Source: an optimization exercise on an open RTL-to-GDS flow (aim: small area and a short achievable clock period). Production flows keep margins and buffers that such runs may drop. RTL that was checked went through simulation tests only; none was proved equivalent to the original. The clock port is modelled as an ideal driver; clocking choices that lean on that would not hold on a real chip. Power figures rest on the tool's default switching activity, not on a simulated workload.

## before
==> flow/design.v <==
`timescale 1ns/1ps
module bist #(
    parameter size   = 6,
    parameter length = 8
)(
    input  logic                 clk,
    input  logic                 rst,
    input  logic                 start,
    input  logic                 csin,
    input  logic                 rwbarin,
    input  logic                 opr,
    input  logic [size-1:0]      address,
    input  logic [length-1:0]    datain,
    output logic [length-1:0]    dataout,
    output logic                 fail
);
    logic       NbarT;
    logic [6:0] q;
    logic       cout;
    logic       pat;        
    always_ff @(posedge clk or posedge rst) begin
        if (rst)
            NbarT <= 1'b0;
        else if (NbarT)
            NbarT <= ~cout;
        else
            NbarT <= start;
    end
    always_ff @(posedge clk) begin
        if (!NbarT) begin
            q    <= 7'd0;
            cout <= 1'b0;
        end else begin
            q    <= q + 7'd1;
            cout <= (q == 7'd127);
        end
    end
    wire q_zero = (q == 7'd0);
    always_ff @(posedge clk or posedge rst) begin
        if (rst)
            pat <= 1'b0;
        else if (NbarT && q_zero)
            pat <= 1'b1;
    end
    wire [7:0] P = {pat, 1'b0, pat, 1'b0, pat, 1'b0, pat, 1'b0};
    wire [5:0] a  = NbarT ? q[5:0] : address;
    wire       we = NbarT ? ~q[6]  : ~rwbarin;
    wire [7:0] wd = NbarT ? P      : datain;
    logic [7:0] mem [64];
    for (genvar r = 0; r < 64; r++) begin : g_word
        always_ff @(posedge clk) begin
            if (we && a == r[5:0])
                mem[r] <= wd;
        end
    end
    logic [15:0] lsel;
    always_comb begin
        for (int l = 0; l < 16; l++)
            lsel[l] = (a[3:0] == l[3:0]);
    end
    logic [7:0] cand [4];
    logic [1:0] hsel;
    for (genvar j = 0; j < 4; j++) begin : g_cand
        logic [7:0] rd;
        always_comb begin
            rd = 8'd0;
            for (int l = 0; l < 16; l++)
                rd = rd | (mem[j*16 + l] & {8{lsel[l]}});
        end
        always_ff @(posedge clk) begin
            cand[j] <= we ? wd : rd;
        end
    end
    always_ff @(posedge clk) begin
        hsel <= a[5:4];
    end
    assign dataout = cand[hsel];
    always_ff @(posedge clk or posedge rst) begin
        if (rst)
            fail <= 1'b0;
        else if (NbarT && q_zero)
            fail <= 1'b0;
        else if (NbarT && opr && q[6] && (dataout != P))
            fail <= 1'b1;
    end
endmodule
clock: 6.0 ns
lec_check: 0
cap_margin: 20
core_margin: 2
core_utilization: 60
cts_cluster_diameter: 120
cts_cluster_size: 24
setup_slack_margin: 3.0
slew_margin: 20
run.sh (not shown) runs the stock make flow with config.mk's settings and CLKGATE_MAP_FILE= SYNTH_SCRIPT=/design/flow/synth_recipe.tcl, a recipe that flattens the netlist after the stock synthesis.
Relative to before, the following input files were edited for after:
--- a/flow/design.v
+++ b/flow/design.v
@@ -44,33 +44,47 @@
     end
     wire [7:0] P = {pat, 1'b0, pat, 1'b0, pat, 1'b0, pat, 1'b0};
     wire [5:0] a  = NbarT ? q[5:0] : address;
     wire       we = NbarT ? ~q[6]  : ~rwbarin;
     wire [7:0] wd = NbarT ? P      : datain;
+    logic       pw;
+    logic [5:0] pa;
+    logic [7:0] pd;
+    always_ff @(posedge clk) begin
+        pw <= we;
+        pa <= a;
+        pd <= wd;
+    end
     logic [7:0] mem [64];
     for (genvar r = 0; r < 64; r++) begin : g_word
         always_ff @(posedge clk) begin
-            if (we && a == r[5:0])
-                mem[r] <= wd;
+            if (pw && pa == r[5:0])
+                mem[r] <= pd;
         end
     end
     logic [15:0] lsel;
     always_comb begin
         for (int l = 0; l < 16; l++)
             lsel[l] = (a[3:0] == l[3:0]);
     end
+    wire lhit = pw && (pa[3:0] == a[3:0]);
     logic [7:0] cand [4];
     logic [1:0] hsel;
     for (genvar j = 0; j < 4; j++) begin : g_cand
         logic [7:0] rd;
         always_comb begin
             rd = 8'd0;
             for (int l = 0; l < 16; l++)
                 rd = rd | (mem[j*16 + l] & {8{lsel[l]}});
         end
         always_ff @(posedge clk) begin
-            cand[j] <= we ? wd : rd;
+            if (we)
+                cand[j] <= wd;
+            else if (lhit && pa[5:4] == j[1:0])
+                cand[j] <= pd;
+            else
+                cand[j] <= rd;
         end
     end
     always_ff @(posedge clk) begin
         hsel <= a[5:4];
     end
[summary]
- Fmax: after higher than before
- Post-route total power in after is 900 uW lower than in before
- Global-route usage, after and before: smaller value in before
- Cell leakage power ends up higher on after.
- In after, the highest net fanout along the worst path came out 6 below the value in before.
- Fraction of area in multi-input gates (lower): after
- Of the two candidates, before has the better wire length reported by the detailed router and after the worse one.
- Against before, distinct cell type count after synthesis in after rose by a few percent.
- Met1 track utilization from global routing: after vs before up 1.5 points
- after: register bit count reported by yosys about 2.3% above before
No functional check of the RTL was part of any run of this note.

---

bist, a different RTL version from the one above (not shown whole).
Size in the first run: roughly 570 flip-flops, about 21,000 um^2 of cells after synthesis.
==> module bist, before the edit <==
module bist #(
    parameter size   = 6,
    parameter length = 8
)(
    input  logic                 clk,
    input  logic                 rst,
    input  logic                 start,
    input  logic                 csin,
    input  logic                 rwbarin,
    input  logic                 opr,
    input  logic [size-1:0]      address,
    input  logic [length-1:0]    datain,
    output logic [length-1:0]    dataout,
    output logic                 fail
);
    logic       NbarT;
    logic       cout;
    logic [7:0] qlo;        
    logic [7:0] qhi;        
    logic       q6;         
    logic       pat;        
    wire next_T = NbarT ? ~cout : start;
    always_ff @(posedge clk or posedge rst) begin
        if (rst)
            NbarT <= 1'b0;
        else
            NbarT <= next_T;
    end
    always_ff @(posedge clk or posedge rst) begin
        if (rst) begin
            qlo <= 8'd0;
            qhi <= 8'd0;
        end else if (!next_T) begin
            qlo <= 8'd0;
            qhi <= 8'd0;
        end else if (!NbarT) begin
            qlo <= 8'd1;
            qhi <= 8'd1;
        end else begin
            qlo <= {qlo[6:0], qlo[7]};
            if (qlo[7])
                qhi <= {qhi[6:0], qhi[7]};
        end
    end
    always_ff @(posedge clk) begin
        if (!NbarT) begin
            q6   <= 1'b0;
            cout <= 1'b0;
        end else begin
            if (qlo[7] && qhi[7])
                q6 <= ~q6;
            cout <= qlo[7] && qhi[7] && q6;
        end
    end
    wire q_zero = qlo[0] && qhi[0] && !q6;
    always_ff @(posedge clk or posedge rst) begin
        if (rst)
            pat <= 1'b0;
        else if (NbarT && q_zero)
            pat <= 1'b1;
    end
    wire [7:0] P = {pat, 1'b0, pat, 1'b0, pat, 1'b0, pat, 1'b0};
    wire next_q6 = NbarT && (q6 ^ (qlo[7] && qhi[7]));
    logic idle, tr, tw;
    always_ff @(posedge clk or posedge rst) begin
        if (rst) begin
            idle <= 1'b1;
            tr   <= 1'b0;
            tw   <= 1'b0;
        end else begin
            idle <= ~next_T;
            tr   <= next_T && next_q6;
            tw   <= next_T && !next_q6;
        end
    end
    wire       we   = tw || (idle && !rwbarin);
    wire [7:0] wd   = idle ? datain : P;
    logic [7:0] rlo_n, rhi_n, wlo_n, whi_n;
    pre3k u_rlo (.a(address[2:0]), .idle(idle), .k(rwbarin),  .t(qlo), .tk(tr), .y_n(rlo_n));
    pre3u u_rhi (.a(address[5:3]), .idle(idle), .t(qhi), .y_n(rhi_n));
    pre3k u_wlo (.a(address[2:0]), .idle(idle), .k(~rwbarin), .t(qlo), .tk(tw), .y_n(wlo_n));
    pre3u u_whi (.a(address[5:3]), .idle(idle), .t(qhi), .y_n(whi_n));
    logic [63:0] rsel, wen;
    for (genvar r = 0; r < 64; r++) begin : g_sel
        nor2m u_rs (.a(rhi_n[r / 8]), .b(rlo_n[r % 8]), .y(rsel[r]));
        nor2m u_ws (.a(whi_n[r / 8]), .b(wlo_n[r % 8]), .y(wen[r]));
    end
    logic [7:0] mem [64];
    logic [7:0] wdg [4];
    for (genvar g = 0; g < 4; g++) begin : g_wd
        wdat u_wd (.datain(datain), .idle(idle), .pat(pat), .wd(wdg[g]));
    end
    for (genvar r = 0; r < 64; r++) begin : g_word
        always_ff @(posedge clk) begin
            if (wen[r])
                mem[r] <= wdg[r / 16];
        end
    end
    wire [7:0] bw = wd & {8{we}};
    logic [3:0] nq [8];
    for (genvar b = 0; b < 8; b++) begin : g_bit
        logic [63:0] col;
        logic [7:0]  p;
        logic [3:0]  n;
        for (genvar r = 0; r < 64; r++) begin : g_col
            assign col[r] = mem[r][b];
        end
        for (genvar m = 0; m < 8; m++) begin : g_p
            ao8 u_ao (.s(rsel[m*8 +: 8]), .d(col[m*8 +: 8]), .y(p[m]));
        end
        nor2m  u_n0 (.a(p[0]), .b(p[1]), .y(n[0]));
        nor2m  u_n1 (.a(p[2]), .b(p[3]), .y(n[1]));
        nor2m  u_n2 (.a(p[4]), .b(p[5]), .y(n[2]));
        nor3m  u_n3 (.a(p[6]), .b(p[7]), .c(bw[b]), .y(n[3]));
        always_ff @(posedge clk) begin
            nq[b] <= n;
        end
        nand4m u_rd (.a(nq[b][0]), .b(nq[b][1]), .c(nq[b][2]), .d(nq[b][3]),
                     .y(dataout[b]));
    end
    always_ff @(posedge clk or posedge rst) begin
        if (rst)
            fail <= 1'b0;
        else if (NbarT && q_zero)
            fail <= 1'b0;
        else if (NbarT && opr && q6 && (dataout != P))
            fail <= 1'b1;
    end
endmodule
export LEC_CHECK = 0
export CAP_MARGIN = 20
export CORE_MARGIN = 2
export CORE_UTILIZATION = 60
export CTS_CLUSTER_DIAMETER = 120
export CTS_CLUSTER_SIZE = 24
export SETUP_SLACK_MARGIN = 3.4
export SLEW_MARGIN = 20
export SYNTH_HIERARCHICAL = 1
create_clock -name core_clock -period 6.0 [get_ports {clk}]
standard.sh (not shown) runs the stock make flow with config.mk's settings and CLKGATE_MAP_FILE= SYNTH_SCRIPT=/design/flow/synth_recipe.tcl, a recipe that flattens the netlist after the stock synthesis.
==> flow/flow/run.sh <==
#!/bin/bash
# The standard layout, with extra timing repair, greedy resizing of the
# worst path (cells on it and the other loads of its nets) and area recovery after CTS (flow/extra_cts.tcl) and after
# global routing (flow/extra_grt.tcl), run through ORFS's POST_CTS_TCL and
# POST_GLOBAL_ROUTE_TCL hooks.
bash standard.sh "POST_CTS_TCL=$PWD/flow/extra_cts.tcl" "POST_GLOBAL_ROUTE_TCL=$PWD/flow/extra_grt.tcl" finish > standard.log 2>&1
Other scripts of this flow, unchanged in this note and not shown: flow/flow/downsize.tcl, flow/flow/extra_cts.tcl, flow/flow/extra_grt.tcl, flow/flow/upsize.tcl
Then changed:
--- a/flow/design.v
+++ b/flow/design.v
@@ -146,7 +146,7 @@
         end
     end
     wire [7:0] bw = wd & {8{we}};
-    logic [3:0] nq [8];
+    logic [7:0] rd;
     for (genvar b = 0; b < 8; b++) begin : g_bit
         logic [63:0] col;
         logic [7:0]  p;
@@ -161,12 +161,13 @@
         nor2m  u_n1 (.a(p[2]), .b(p[3]), .y(n[1]));
         nor2m  u_n2 (.a(p[4]), .b(p[5]), .y(n[2]));
         nor3m  u_n3 (.a(p[6]), .b(p[7]), .c(bw[b]), .y(n[3]));
-        always_ff @(posedge clk) begin
-            nq[b] <= n;
-        end
-        nand4m u_rd (.a(nq[b][0]), .b(nq[b][1]), .c(nq[b][2]), .d(nq[b][3]),
-                     .y(dataout[b]));
+        nand4m u_rd (.a(n[0]), .b(n[1]), .c(n[2]), .d(n[3]), .y(rd[b]));
     end
+    logic [7:0] dout;
+    always_ff @(posedge clk) begin
+        dout <= rd;
+    end
+    assign dataout = dout;
     always_ff @(posedge clk or posedge rst) begin
         if (rst)
             fail <= 1'b0;
Effect: Design area is lower by 1.6%; core utilization rises by 0.59 points; synthesized area came out lower by 2.3%; wire length falls by 1.4%; power decreases by 3.1%.
Only the layout flow was run in the first run of this note; the RTL was not checked for function there.

what the ideal ports hide:
The results above use ideal ports. As a check the final layouts listed here were re-extracted and re-timed, cells and wires unchanged.
Step 1 (the two cells are an assumption about what drives the block):
set clk [get_ports {clk}]
set_driving_cell -lib_cell sky130_fd_sc_hd__clkbuf_16 $clk
set_driving_cell -lib_cell sky130_fd_sc_hd__buf_2 [delete_from_list [all_inputs] $clk]
Step 2 times the ports against the registers' clock, not the clock port: input delays grow and output delays shrink by t, the midpoint of the rising clock arrivals with the driver on.
Slacks: ideal / step 1 / step 2; pairs: ideal / step 1.
run	t, ns	slack for setup (ns)	worst register clock-pin slew, ns	worst data-port slew with drivers (ns)
before	0.623	2.918 / 2.925 / 2.319	0.10 / 0.10	0.04
after	0.663	2.928 / 2.867 / 2.369	0.11 / 0.11	0.04
the first run of note 2	0.617	3.396 / 3.393 / 2.777	0.10 / 0.10	0.09
the second run of note 2	0.617	3.416 / 3.426 / 2.810	0.10 / 0.10	0.12
After both steps every run listed still meets setup and hold. The setup slack of the first run of note 2, which loses most, moves by -0.003 ns with the drivers and by -0.619 ns with both steps.
